This is an optimization exercise on Yosys and OpenROAD, whose aim is small area, not a production implementation. The RTL was checked by simulation tests, not by an equivalence proof against the original design. Power and IR drop assume default switching activity.

$ cat flow/config.mk
export PLATFORM = sky130hd
export DESIGN_NAME = AXI_LITE_UART
export DESIGN_NICKNAME = AXI_LITE_UART
export VERILOG_FILES = /design/flow/design.v
export SDC_FILE = /design/flow/constraint.sdc
export NUM_CORES = 4
export LEC_CHECK = 0
export CAP_MARGIN = 20
export CORE_MARGIN = 2
export CORE_UTILIZATION = 40
export PLACE_DENSITY = 0.6
export SLEW_MARGIN = 20
$ cat flow/constraint.sdc
create_clock -name core_clock -period 10.0 [get_ports {clk}]
set_input_delay 2.0000 -clock core_clock [delete_from_list [all_inputs] [get_ports {clk}]]
set_output_delay 2.0000 -clock core_clock [all_outputs]
set_load 0.01 [all_outputs]
$ cat flow/design.v
`timescale 1ns/1ps
module BAUDGEN
(
	input			clk,
	input			a_resetn,
	input		[3:0]	baudrate,
	output	wire		b_tick
);
	reg	[15:0]	current_count;
	wire	[15:0]	next_count;
	reg	[15:0]	prescalar;
	always @(posedge clk or negedge a_resetn) begin
		if(~a_resetn)
			current_count <= 16'd0;
		else
			current_count <= next_count;
	end
	always @(*) begin
		case(baudrate)
			4'h0	: prescalar = 16'd650;	 
			4'h1	: prescalar = 16'd324;	 
			4'h2	: prescalar = 16'd216;	 
			4'h3	: prescalar = 16'd162;	 
			4'h4	: prescalar = 16'd107;	 
			4'h5	: prescalar = 16'd80; 	 
			4'h6	: prescalar = 16'd53; 	 
			4'h7	: prescalar = 16'd26; 	 
			4'h8	: prescalar = 16'd12; 	 
			4'h9	: prescalar = 16'd10; 	 
			4'ha	: prescalar = 16'd6;  	 
			default	: prescalar = 16'd650;	 
		endcase
	end
	assign next_count = (current_count < prescalar) ? (current_count + 16'd1) : 16'd0;
	assign b_tick = (current_count == prescalar) ? 1'b1 : 1'b0;
endmodule
`timescale 1ns/1ps
module FIFO #(parameter DWIDTH=8, AWIDTH=5)(
	input				clk,
	input				a_resetn,
	input				rd,
	input				wr,
	input		[DWIDTH - 1:0]	w_data,
	output	wire			empty,
	output	wire			full,
	output	reg	[DWIDTH - 1:0]	r_data
);
	reg	[AWIDTH-1:0]	wr_ptr;
	reg	[AWIDTH-1:0]	rd_ptr;
	enum reg [1:0] {EMPTY, PARTIAL, FULL} current_state, next_state;
	reg [DWIDTH - 1:0] fifo_mem [2**AWIDTH - 1:0];
	wire [AWIDTH - 1:0] wr_ptr_next, rd_ptr_next;
	wire mem_wr_valid;
	wire [DWIDTH - 1:0] mem_dout;
	always @(posedge clk or negedge a_resetn) begin
		if(~a_resetn)	current_state <= EMPTY;
		else	current_state <= next_state;
	end
	always @(*) begin
		case(current_state)
			EMPTY	:	next_state = (wr == 1'b1) ? PARTIAL : EMPTY;
			PARTIAL	:	begin
						if(wr == 1'b1 && rd == 1'b1)	next_state = PARTIAL;
						else if(wr == 1'b1)		next_state = (wr_ptr_next == rd_ptr) ? FULL : PARTIAL;
						else if(rd == 1'b1)		next_state = (rd_ptr_next == wr_ptr) ? EMPTY : PARTIAL;
						else				next_state = PARTIAL;
					end
			FULL	:	next_state = (rd == 1'b1) ? PARTIAL : FULL;
			default	:	next_state = EMPTY;
		endcase
	end
	always @(posedge clk or negedge a_resetn) begin
		if(~a_resetn)	wr_ptr <= 4'd0;
		else begin
			if(current_state != FULL)	wr_ptr <= (wr == 1'b1) ? wr_ptr_next : wr_ptr;
			else				wr_ptr <= wr_ptr;
		end
	end
	always @(posedge clk or negedge a_resetn) begin
		if(~a_resetn)	rd_ptr <= 4'd0;
		else begin
			if(current_state != EMPTY)	rd_ptr <= (rd == 1'b1) ? rd_ptr_next : rd_ptr;
			else				rd_ptr <= rd_ptr;
		end
	end
	assign wr_ptr_next = (wr_ptr == 2**AWIDTH - 1) ? 4'd0 : (wr_ptr + 4'd1);
	assign rd_ptr_next = (rd_ptr == 2**AWIDTH - 1) ? 4'd0 : (rd_ptr + 4'd1);
	assign full = (current_state == FULL) ? 1'b1 : 1'b0;
	assign empty = (current_state == EMPTY) ? 1'b1 : 1'b0;
	always @(posedge clk or negedge a_resetn) begin
		if(~a_resetn) r_data <= 8'd0;
		else	r_data <= (current_state != EMPTY && rd == 1'b1) ? mem_dout : r_data;
	end
	assign mem_wr_valid = (full == 1'b0 && wr == 1'b1) ? 1'b1 : 1'b0;
	assign mem_dout = fifo_mem[rd_ptr];
	always @(posedge clk) begin
		if(mem_wr_valid == 1'b1)
			fifo_mem[wr_ptr] <= w_data;
	end
endmodule
`timescale 1ns / 1ps
module UART_RX (
	input			clk,
	input			rx,
	input			b_tick,
	input			a_resetn,
	input		[1:0]	parity,
	output	reg		rx_done,
	output	reg	[7:0]	dout
);
	parameter metastable_tick_count	= 15;
	enum reg [2:0] {s_IDLE = 3'b000, s_RX_START_BIT = 3'b001, s_RX_DATA_BITS = 3'b010, s_RX_PARITY = 3'b011, s_RX_STOP_BIT = 3'b100} r_SM_Main;
	reg	[3:0]	r_Bit_Index;
	reg	[15:0]	b_tick_count;
	reg	[7:0]	r_Rx_Byte;
	reg		rx_byte_parity;
	reg		parity_flag;
	always @(posedge clk or negedge a_resetn) begin
		if (!a_resetn) begin
			r_SM_Main	<= s_IDLE;
			b_tick_count	<= 16'd0;
			r_Bit_Index	<= 4'd0;
			rx_done		<= 1'b0;
			dout		<= 8'd0;
			parity_flag	<= 1'b0;
			rx_byte_parity	<= 1'b0;
			r_Rx_Byte	<= 1'b0;
		end
		else begin
			case (r_SM_Main)
				s_IDLE :	 begin
						 	rx_done		<= 0;
						 	b_tick_count	<= 0;
						 	r_Bit_Index	<= 0;
							r_Rx_Byte	<= 0;
						 	if (rx == 1'b0)	r_SM_Main <= s_RX_START_BIT;
						 	else		r_SM_Main <= s_IDLE;
						 end
				s_RX_START_BIT : begin
						 	if (b_tick == 1'b1) begin
						 		if (b_tick_count == 7) begin
						 			b_tick_count	<= 0;
						 			r_SM_Main	<= s_RX_DATA_BITS;
						 		end
						 		else	b_tick_count	<= b_tick_count + 1;
						 	end
						 end
				s_RX_DATA_BITS : begin
						 	if (b_tick == 1'b1) begin
						 		if (b_tick_count < metastable_tick_count)
						 			b_tick_count	<= b_tick_count + 1;
						 		else begin
						 			b_tick_count <= 0;
						 			r_Rx_Byte <= {rx, r_Rx_Byte[7:1]};
									if (r_Bit_Index < 7)
										r_Bit_Index <= r_Bit_Index + 1;
						 			else begin
						 				if (parity != 2'b00)	r_SM_Main <= s_RX_PARITY;
						 				else			r_SM_Main <= s_RX_STOP_BIT;
										parity_flag <= 1'b1;
						 			end
						 		end
						 	end
						 end 
				s_RX_PARITY :	 begin	
						 	rx_byte_parity <= ^r_Rx_Byte;
						 	if (b_tick == 1'b1) begin
						 		if (b_tick_count < metastable_tick_count)
						 			b_tick_count <= b_tick_count + 1;
						 		else begin
						 			b_tick_count <= 0;
						 			if (parity == 2'b01) begin	 
						 				if ((rx_byte_parity == 1 && rx == 0) || (rx_byte_parity == 0 && rx == 1))
						 					parity_flag <= 1'b1;
						 				else
						 					parity_flag <= 1'b0;
						 			end
						 			else if (parity == 2'b10) begin	 
						 				if ((rx_byte_parity == 0 && rx == 0) || (rx_byte_parity == 1 && rx == 1))
						 					parity_flag <= 1'b1;
						 				else
						 					parity_flag <= 1'b0;
						 			end
									r_SM_Main <= s_RX_STOP_BIT;
						 		end
						 	end
						 end
				s_RX_STOP_BIT :	 begin
						 	if (b_tick == 1'b1) begin
						 		if (b_tick_count < metastable_tick_count)
						 			b_tick_count <= b_tick_count + 1;
						 		else begin
						 			b_tick_count <= 0;
						 			r_SM_Main <= s_IDLE;
						 			dout <= r_Rx_Byte;
									if (rx == 1 && parity_flag == 1'b1)
						 				rx_done	<= 1'b1;
						 		end
						 	end
						 end
				default :	 r_SM_Main <= s_IDLE;
			endcase
			end
	end
endmodule
`timescale 1ns/1ps
module UART_TX(	
	input			clk,
	input			a_resetn,
	input			tx_start,
	input			b_tick,
	input		[7:0]	d_in,
	input		[1:0]	parity,
	output	reg		tx_get_data,
	output	reg		tx
);
parameter metastable_tick_count = 15;
enum reg [2:0] {S_IDLE = 3'b000, S_Start_Bit = 3'b001, S_Data_Bit = 3'b010, S_Parity = 3'b011, S_Stop_Bit = 3'b100} r_SM_Current_State;
reg [2:0] r_bit_index;
reg [7:0] r_tx_data;
reg [15:0] b_tick_count;
reg [1:0] r_parity_buffer;
reg	  parity_count;
always@(posedge clk or negedge a_resetn)begin 
	if(~a_resetn)begin
		tx <= 1'b1;
		tx_get_data <= 1'b0;
		r_SM_Current_State <= S_IDLE;
		r_bit_index <= 3'd0;
		r_tx_data <= 8'd0;
		b_tick_count <= 16'd0;
		r_parity_buffer <= 2'd0;
		parity_count <= 1'b0;
	end
	else begin
		case (r_SM_Current_State)
			S_IDLE: begin
				tx <= 1'b1;  
				b_tick_count <= 0; 
				r_bit_index <= 0;
				if(tx_start == 1'b1 && b_tick == 1'b1)begin
					tx_get_data <= 1'b1;
					r_parity_buffer <= parity;  
					r_SM_Current_State <= S_Start_Bit;
				end
				else begin
					r_SM_Current_State <= S_IDLE;
				end
			end
			S_Start_Bit: begin
				tx_get_data <= 1'b0;
				r_tx_data <= d_in; 	 
				parity_count <= ^d_in;
				tx <= 1'b0; 	 
				if(b_tick == 1'b1) begin
					if(b_tick_count < metastable_tick_count)begin
						b_tick_count <= b_tick_count + 1;
						r_SM_Current_State <= S_Start_Bit;
					end
					else begin
						b_tick_count <= 0;
						r_SM_Current_State <= S_Data_Bit;
					end
				end
				else begin
					b_tick_count <= b_tick_count;
					r_SM_Current_State <= S_Start_Bit;
				end
			end
			S_Data_Bit: begin
				tx <= r_tx_data[0];
				if(b_tick == 1'b1)begin
					if(b_tick_count < metastable_tick_count)begin
						b_tick_count <= b_tick_count + 1;
						r_SM_Current_State <= S_Data_Bit; 
					end
					else begin
						b_tick_count <= 0;
						if(r_bit_index < 7)begin
							r_bit_index <= r_bit_index + 1;
							r_tx_data <= r_tx_data >> 1;
							r_SM_Current_State <= S_Data_Bit;
						end
						else if(r_parity_buffer == 2'b00) begin
							r_bit_index <= 0;
							r_SM_Current_State <= S_Stop_Bit;
						end
						else begin
							r_bit_index <= 0;
							r_SM_Current_State <= S_Parity;
						end
					end
				end
				else begin
					b_tick_count <= b_tick_count;
					r_SM_Current_State <= S_Data_Bit;
				end
			end
			S_Parity: begin
					if(r_parity_buffer == 2'b01)begin     
						if(!parity_count)begin
							tx <= 1'b1;    	
						end
						else if (parity_count) begin
							tx <= 1'b0;
						end
					end
					else if (r_parity_buffer == 2'b10) begin    
						if(!parity_count)begin
							tx <= 1'b0;    	
						end
						else if (parity_count) begin
							tx <= 1'b1;
						end 
					else begin
						b_tick_count <= 0;
						parity_count <= 0;
						r_SM_Current_State <= S_Stop_Bit;				
					end		
					end
					if(b_tick == 1'b1)begin
						if(b_tick_count < metastable_tick_count)begin
							b_tick_count <= b_tick_count + 1;
							r_SM_Current_State <= S_Parity; 
						end
						else begin
							b_tick_count <= 0;
							parity_count <= 0;
							r_SM_Current_State <= S_Stop_Bit;
						end
					end
					else begin
						b_tick_count <= b_tick_count;
						r_SM_Current_State <= S_Parity;					
					end
			end
			S_Stop_Bit: begin
				tx <= 1'b1;   
				if(b_tick == 1'b1)begin
					if(b_tick_count < metastable_tick_count)begin
						b_tick_count <= b_tick_count + 1;
						r_SM_Current_State <= S_Stop_Bit; 
					end
					else begin
						b_tick_count <= 0;
						r_SM_Current_State <= S_IDLE;
					end
				end
				else begin
						b_tick_count <= b_tick_count;
						r_SM_Current_State <= S_Stop_Bit;				
				end
			end
			default: 
				r_SM_Current_State <= S_IDLE;
		endcase
	end
end
endmodule
`timescale 1ns/1ps
module AXI_LITE_UART(
	input			clk,
	input			a_resetn,
	input		[15:0]	S_AXI_LITE_awaddr,
	input			S_AXI_LITE_awvalid,
	output	reg		S_AXI_LITE_awready,
	input		[31:0]	S_AXI_LITE_wdata,
	input		[3:0]	S_AXI_LITE_wstrb,
	input			S_AXI_LITE_wvalid,
	output	reg		S_AXI_LITE_wready,
	output	reg	[1:0]	S_AXI_LITE_bresp,
	output	reg		S_AXI_LITE_bvalid,
	input			S_AXI_LITE_bready,
	input		[15:0]	S_AXI_LITE_araddr,
	input			S_AXI_LITE_arvalid,
	output	reg		S_AXI_LITE_arready,
	output	reg	[31:0]	S_AXI_LITE_rdata,
	output	wire	[1:0]	S_AXI_LITE_rresp,
	output	reg		S_AXI_LITE_rvalid,
	input			S_AXI_LITE_rready,
	output	wire		Tx,
	input			Rx,
	output	wire		uart_interrupt
);
	reg	[7:0]	tx_byte;
	reg	[7:0]	rx_byte;
	reg	[3:0]	baudrate;	 
	reg	[1:0]	parity;		 
	wire	[3:0]	fifo_status;		 
	wire 		b_tick;
	wire		tx_fifo_rd;
	wire		tx_fifo_wr;
	wire		tx_fifo_empty;
	wire		tx_fifo_full;
	wire	[7:0]	tx_fifo_rdata;
	wire		rx_fifo_rd;
	wire		rx_fifo_wr;
	wire	[7:0]	rx_fifo_wdata;
	wire		rx_fifo_empty;
	wire		rx_fifo_full;
	enum reg [1:0] {W_IDLE = 2'b00, AW_STATE = 2'b01, W_STATE = 2'b10, RESP_STATE = 2'b11} S_AXI_LITE_wr_state;
	reg [15:0] wr_addr;
	always @(posedge clk or negedge a_resetn) begin
		if(~a_resetn) begin
			S_AXI_LITE_wr_state <= W_IDLE;
			wr_addr <= 16'd0;
		end
		else begin
			case(S_AXI_LITE_wr_state)
				W_IDLE		:	begin
								S_AXI_LITE_wr_state <= AW_STATE;
								wr_addr	<= 16'd0;
							end
				AW_STATE	:	begin
								if(S_AXI_LITE_awvalid && S_AXI_LITE_awready) begin
									S_AXI_LITE_wr_state <= W_STATE;
									wr_addr <= S_AXI_LITE_awaddr;
								end
							end
				W_STATE		:	begin
								if(S_AXI_LITE_wvalid && S_AXI_LITE_wready)
									S_AXI_LITE_wr_state <= RESP_STATE;
							end
				RESP_STATE	:	begin
								if(S_AXI_LITE_bvalid && S_AXI_LITE_bready)
									S_AXI_LITE_wr_state <= W_IDLE;
							end
				default		:	begin
								S_AXI_LITE_wr_state <= W_IDLE;
								wr_addr <= 16'd0;
							end
			endcase
		end
	end
	always @(*) begin
		S_AXI_LITE_awready = 1'b0;
		S_AXI_LITE_wready = 1'b0;
		S_AXI_LITE_bvalid = 1'b0;
		case(S_AXI_LITE_wr_state)
			AW_STATE	: S_AXI_LITE_awready = (S_AXI_LITE_awvalid) ? 1'b1 : 1'b0;
			W_STATE		: S_AXI_LITE_wready = (S_AXI_LITE_wvalid) ? 1'b1 : 1'b0;
			RESP_STATE	: S_AXI_LITE_bvalid = 1'b1;
		endcase
	end
	assign S_AXI_LITE_bresp = 2'b00;
	enum reg [1:0] {R_IDLE = 2'b00, AR_STATE = 2'b01, R_STATE = 2'b10} S_AXI_LITE_rd_state;
	reg [15:0] rd_addr;
	always @(posedge clk or negedge a_resetn) begin
		if(~a_resetn) begin
			S_AXI_LITE_rd_state <= R_IDLE;
			rd_addr <= 16'd0;
		end
		else begin
			case(S_AXI_LITE_rd_state)
				R_IDLE		:	S_AXI_LITE_rd_state <= AR_STATE;
				AR_STATE	:	begin
								if(S_AXI_LITE_arvalid && S_AXI_LITE_arready) begin
									S_AXI_LITE_rd_state <= R_STATE;
									rd_addr <= S_AXI_LITE_araddr;
								end
							end
				R_STATE		:	begin
								if(S_AXI_LITE_rvalid && S_AXI_LITE_rready)
									S_AXI_LITE_rd_state <= R_IDLE;
							end
				default		:	begin
								S_AXI_LITE_rd_state <= R_IDLE;
								rd_addr <= 16'd0;
							end
			endcase
		end
	end
	always @(*) begin
		S_AXI_LITE_arready = 1'b0;
		S_AXI_LITE_rvalid = 1'b0;
		if(rd_addr == 16'h0000)		S_AXI_LITE_rdata = {24'd0, tx_byte};
		else if(rd_addr == 16'h0004)	S_AXI_LITE_rdata = {24'd0, rx_byte};
		else if(rd_addr == 16'h0008)	S_AXI_LITE_rdata = {28'd0, baudrate};
		else if(rd_addr == 16'h000C)	S_AXI_LITE_rdata = {30'd0, parity};
		else if(rd_addr == 16'h0010)	S_AXI_LITE_rdata = {28'd0, fifo_status};
		else				S_AXI_LITE_rdata = 32'd0;
		case(S_AXI_LITE_rd_state)
			AR_STATE	: S_AXI_LITE_arready = (S_AXI_LITE_arvalid) ? 1'b1 : 1'b0;
			R_STATE		: S_AXI_LITE_rvalid = 1'b1;
		endcase
	end
	assign S_AXI_LITE_rresp = 2'b00;
	wire s_axi_lite_wr_pulse;
	wire s_axi_lite_rd_pulse;
	reg s_axi_lite_wvalid_delay;
	reg s_axi_lite_arvalid_delay;
	always @(posedge clk or negedge a_resetn) begin
		if(~a_resetn) begin
			s_axi_lite_wvalid_delay <= 1'b0;
			s_axi_lite_arvalid_delay <= 1'b0;
		end
		else begin
			s_axi_lite_wvalid_delay <= S_AXI_LITE_wvalid;
			s_axi_lite_arvalid_delay <= S_AXI_LITE_arvalid;
		end
	end
	assign s_axi_lite_wr_pulse = S_AXI_LITE_wvalid & (~s_axi_lite_wvalid_delay);
	assign s_axi_lite_rd_pulse = S_AXI_LITE_arvalid & (~s_axi_lite_arvalid_delay);
	assign tx_fifo_wr = (wr_addr == 16'h0000 && s_axi_lite_wr_pulse) ? 1'b1 : 1'b0;
	assign rx_fifo_rd = (S_AXI_LITE_araddr == 16'h0004 && s_axi_lite_rd_pulse) ? 1'b1 : 1'b0;
	always @(posedge clk or negedge a_resetn) begin
		if(~a_resetn)
			tx_byte <= 8'd0;
		else
			tx_byte <= (!tx_fifo_full && tx_fifo_wr) ? S_AXI_LITE_wdata[7:0] : tx_byte;
	end
	always @(posedge clk or negedge a_resetn) begin
		if(~a_resetn)
			baudrate <= 4'd0;
		else
			baudrate <= (wr_addr == 16'h0008 && S_AXI_LITE_wvalid) ? S_AXI_LITE_wdata[3:0] : baudrate;
	end
	always @(posedge clk or negedge a_resetn) begin
		if(~a_resetn)
			parity <= 2'd0;
		else
			parity <= (wr_addr == 16'h000C && S_AXI_LITE_wvalid) ? S_AXI_LITE_wdata[1:0] : parity;
	end
	assign fifo_status = {tx_fifo_full, tx_fifo_empty, rx_fifo_full, rx_fifo_empty};
	assign uart_interrupt = ~rx_fifo_empty;
	BAUDGEN baudgen_inst(
		.clk(clk),
		.a_resetn(a_resetn),
		.baudrate(baudrate),
		.b_tick(b_tick)
	);
	FIFO #(.DWIDTH(8), .AWIDTH(5))	tx_fifo_inst(
		.clk(clk),
		.a_resetn(a_resetn),
		.rd(tx_fifo_rd),
		.wr(tx_fifo_wr),
		.w_data(S_AXI_LITE_wdata[7:0]),
		.empty(tx_fifo_empty),
		.full(tx_fifo_full),
		.r_data(tx_fifo_rdata)
	);
	FIFO #(.DWIDTH(8), .AWIDTH(5))	rx_fifo_inst(
		.clk(clk),
		.a_resetn(a_resetn),
		.rd(rx_fifo_rd),
		.wr(rx_fifo_wr),
		.w_data(rx_fifo_wdata),
		.empty(rx_fifo_empty),
		.full(rx_fifo_full),
		.r_data(rx_byte)
	);
	UART_TX uart_tx_inst(
		.clk(clk),
		.a_resetn(a_resetn),
		.tx_start(~tx_fifo_empty),
		.b_tick(b_tick),
		.d_in(tx_fifo_rdata),
		.parity(parity),
		.tx_get_data(tx_fifo_rd),
		.tx(Tx)
	);
	UART_RX uart_rx_inst(
		.clk(clk),
		.a_resetn(a_resetn),
		.b_tick(b_tick),
		.rx(Rx),
		.parity(parity),
		.rx_done(rx_fifo_wr),
		.dout(rx_fifo_wdata)
	);
endmodule
$ cat flow/run.sh
#!/bin/bash
# synth_recipe.tcl (not shown) runs the flow's synth.tcl, then flattens the netlist and writes it again
# the make line also repeats each setting of config.mk as NAME=value (left out here)
make -C /OpenROAD-flow-scripts/flow DESIGN_CONFIG=/design/flow/config.mk WORK_HOME=/design/flow/orfs CLKGATE_MAP_FILE= SYNTH_SCRIPT=/design/flow/synth_recipe.tcl finish
==> results.txt <==
==> cells by family (layout without fill, tap and decap cells) <==
logic type,Yosys count,after routing,share of synthesized area
flip-flops,697,697,0.6762
AND/OR/NAND/NOR,468,468,0.08180
AO/OA/AOI/OAI,297,297,0.06712
multiplexers,186,186,0.1194
buffers and inverters,141,247,0.02220
XOR/XNOR,49,49,0.01451
adder cells (fa/ha/maj),45,45,0.01865
other,1,34,0.0001268
==> metrics by stage <==
stage	cells	power, mW	util	hold WS, ns	area [um^2]
after floorplan	1916	3.942	-	0.4373	29700
after global placement	2844	4.185	0.4261	0.4623	31140
after detailed placement	2844	4.212	0.4262	0.4709	31150
after CTS	2981	6.992	0.4602	0.4823	33630
after global routing	2981	7.199	0.4603	0.5063	33640
final	2982	6.916	0.4604	0.4773	33650
==> state kept, by name (all words and copies together), names as in the netlist, 3 cells and up <==
name / flops
wr_addr: 16
rx_fifo_inst.r_data: 8
rx_fifo_inst.rd_ptr: 5
tx_byte: 8
rd_addr: 16
uart_rx_inst.r_Rx_Byte: 8
tx_fifo_inst.rd_ptr: 5
rx_fifo_inst.wr_ptr: 5
tx_fifo_inst.r_data: 8
uart_rx_inst.b_tick_count: 16
baudgen_inst.current_count: 16
uart_tx_inst.r_bit_index: 3
uart_rx_inst.dout: 8
uart_rx_inst.r_SM_Main: 3
tx_fifo_inst.wr_ptr: 5
tx_fifo_inst.fifo_mem: 256
uart_tx_inst.r_tx_data: 8
uart_rx_inst.r_Bit_Index: 4
baudrate: 4
rx_fifo_inst.fifo_mem: 256
uart_tx_inst.b_tick_count: 16
uart_tx_inst.r_SM_Current_State: 3
==> worst min-delay path: cells and delay by family, from the launching register on <==
kind,cells,cell delay [ns]
DFF,1,0.34
AOI/OAI and AO/OA,1,0.06
and+or+nand+nor,1,0.04
==> layout make-up <==
class | count | area share
Clock inverter | 41 | 0.01421
Tap cell | 959 | 0.03566
Inverter | 28 | 0.003124
Multi-Input combinational cell | 1078 | 0.2691
Timing Repair Buffer | 82 | 0.02298
Clock buffer | 96 | 0.05961
Antenna cell | 1 | 0.00007437
Sequential cell | 697 | 0.5953
==> routing by layer <==
layer	track usage	wire [um]	up-vias
li1	-	-	7524
met1	0.2350	28370	8583
met2	0.2780	31310	441
met3	0.03468	3517	95
met4	0.04810	1389	2
met5	0	13	-
==> placed cells by master, fill, tap and decap left out, types with 21 or more instances in the layout <==
cell type / n
a21oi_1: 41
a22o_1: 42
clkbuf_16: 75
clkdlybuf4s50_1: 60
conb_1: 33
dfrtp_1: 172
edfxtp_1: 512
ha_1: 40
inv_1: 28
mux2_2: 44
mux4_2: 129
nand2_1: 88
nand2b_1: 23
nand3_1: 38
nor2_1: 127
nor3_1: 33
o21ai_0: 63
o22ai_1: 64
or4_1: 26
xnor2_1: 28
xor2_1: 21
==> path summary, 6_finish.rpt <==
check	startpoint	end	slack, ns
worst min-delay path	rx_fifo_inst.r_data[3]$_DFFE_PN0P_	rx_fifo_inst.r_data[3]$_DFFE_PN0P_	0.48
max in group asynchronous	a_resetn	rx_fifo_inst.rd_ptr[1]$_DFFE_PN0P_	6.89
worst max-delay path	S_AXI_LITE_awvalid	S_AXI_LITE_awready	4.29
worst max register to register	baudrate[1]$_DFFE_PN0P_	uart_rx_inst.b_tick_count[5]$_DFFE_PN0P_	6.17
worst min register to register	rx_fifo_inst.r_data[3]$_DFFE_PN0P_	rx_fifo_inst.r_data[3]$_DFFE_PN0P_	0.48
min in group asynchronous	a_resetn	uart_tx_inst.b_tick_count[6]$_DFFE_PN0P_	1.45
==> power breakdown <==
part           internal, mW  switching, mW
logic                 0.345          0.425
registers              3.24          0.142
clock network          1.60           1.17
total                  5.18           1.74
==> out/qor.txt <==
Initial DRC Count -> 1266
Tcrit/Tclk final -> 0.5705
final hold violations -> 0
CORE AREA -> 73080 um^2
crit start category -> input port
Syn Area/Cell -> 15.70 um^2
CTS tree -> built
GRT overflow -> 0
Tmin final -> 5.705 ns
CP peak stage delay -> 0.66 ns
top cells by count, synth -> 512 x edfxtp_1, 184 x dfrtp_1, 129 x mux4_2
slowest stage cell, crit path -> clkdlybuf4s50_1
maximum clock frequency -> 175.3 MHz
RePlAce Congestion -> 0.7951
Tot GR Track Use -> 0.1711
CP max FO -> 18
Total Wirelength -> 64.60 mm
Vias/cell -> 5.582
area occupied by registers -> 20030 um^2
TritonRoute pass-1 iters -> 21
area grow syn2layout -> 13.73%
peak supply drop -> 0.1261 mV
Cell Chain, Critical Path -> clkdlybuf4s50_1, and2_1, clkdlybuf4s50_1
full die area -> 76150 um^2
CTS H-tree lvls -> 3
Clk pin slew, worst setup/hold paths -> 0.05 ns
Die Ht -> 276.0 um
Max Buffers Root-to-Sink -> 3
CP top delay family -> buffers and inverters
min-delay worst type -> reg2reg
first-pass GRT wire length -> 99.28 mm
Post-synth EDFFs -> 512
Setup TNS -> 0 ns
vias in the first global route -> 16580
cell area after synthesis -> 29580 um^2
CP dominant cell by count -> clkdlybuf4s50_1
initial antenna violation count -> 2
layout filler cell count -> 6284
Final nets -> 2077
synth top area cells -> edfxtp_1 52%, dfrtp_1 16%, mux4_2 9.8%
Synth top area share -> 0.5197
post-route DRC violation count -> 0
IO Pins -> 119
Slew HR -> 0.2786
setup ws final -> 4.295 ns
post-DP HPWL -> 40.51 mm
Root Driver -> clkbuf_16
post-synthesis sequential area ratio -> 0.6762
Sinks on Clock Net -> 697
reg2reg path depth -> 10
Worst Path Required -> 8.00 ns
endpoints failing setup -> 0
Hold Path Cell Cnt -> 2
unrepaired setup endpoints after global routing -> no
Yosys warning count -> 6
ANT nets after route -> 0
layout cells sized above 1 -> 0.1711
Inserted Clock Buffers -> 74
Worst Clk Skew -> 0.04350 ns
asr flop ratio synth -> 0.2654
post-CTS sizing -> 0
Hold Buf Count CTS -> 0
WP data arrival -> 3.71 ns
WS Path Type -> in2out
DP Worst Slack -> 4.311 ns
number of cells on the critical path -> 3
critical path endpoint category -> output pin
most frequent cell after synthesis -> edfxtp_1
Slew Limit Fails -> 0
Slew @ Worst Pin -> 1.055 ns
Chip Width -> 276.0 um
crit path buf inv count -> 2
clock latency on the worst-skew pair -> 0.64 ns
largest net degree at the start of global routing -> 113
post-synthesis cell count -> 1884
power density cells -> 205.6 nW/um^2
status -> timing/DRC/antenna clean
synth unique cells -> 72
via count -> 16650
Main synth FF type -> edfxtp_1
Multi-input gate area -> 9054 um^2
WL per Instance -> 21.66 um
PortBufs -> 62
Starting Density -> 0.4048
postcts setup bufs -> 0
maxcap violations -> 0
#FFs+latches synth -> 697
Row Count -> 99
Leak Pwr -> 11.79 nW
largest area contributor in the netlist -> edfxtp_1

==> static timing again, ports no longer ideal <==
In the flow no input, the clock included, has a driving cell. The finished layout below was timed again as built, in two steps.
Step 1, drivers: a clkbuf_16 drives clk and a buf_2 each remaining input, both assumed.
Step 2 moves the port delays by t, midway between the first and last clock arrival at a register: inputs arrive t later, outputs are due t later. That takes back most of the time a late clock gives input paths.
Slacks: ideal / step 1 / step 2; pairs: ideal / step 1.
t (ns): 0.682
slack for setup (ns): 4.295 / 4.265 / 4.265
worst setup path at the end: input to output
worst register clock-pin slew, ns: 0.07 / 0.07
After both steps this run still meets setup and hold. The setup slack of this run moves by -0.030 ns with the drivers and by -0.030 ns with both steps.
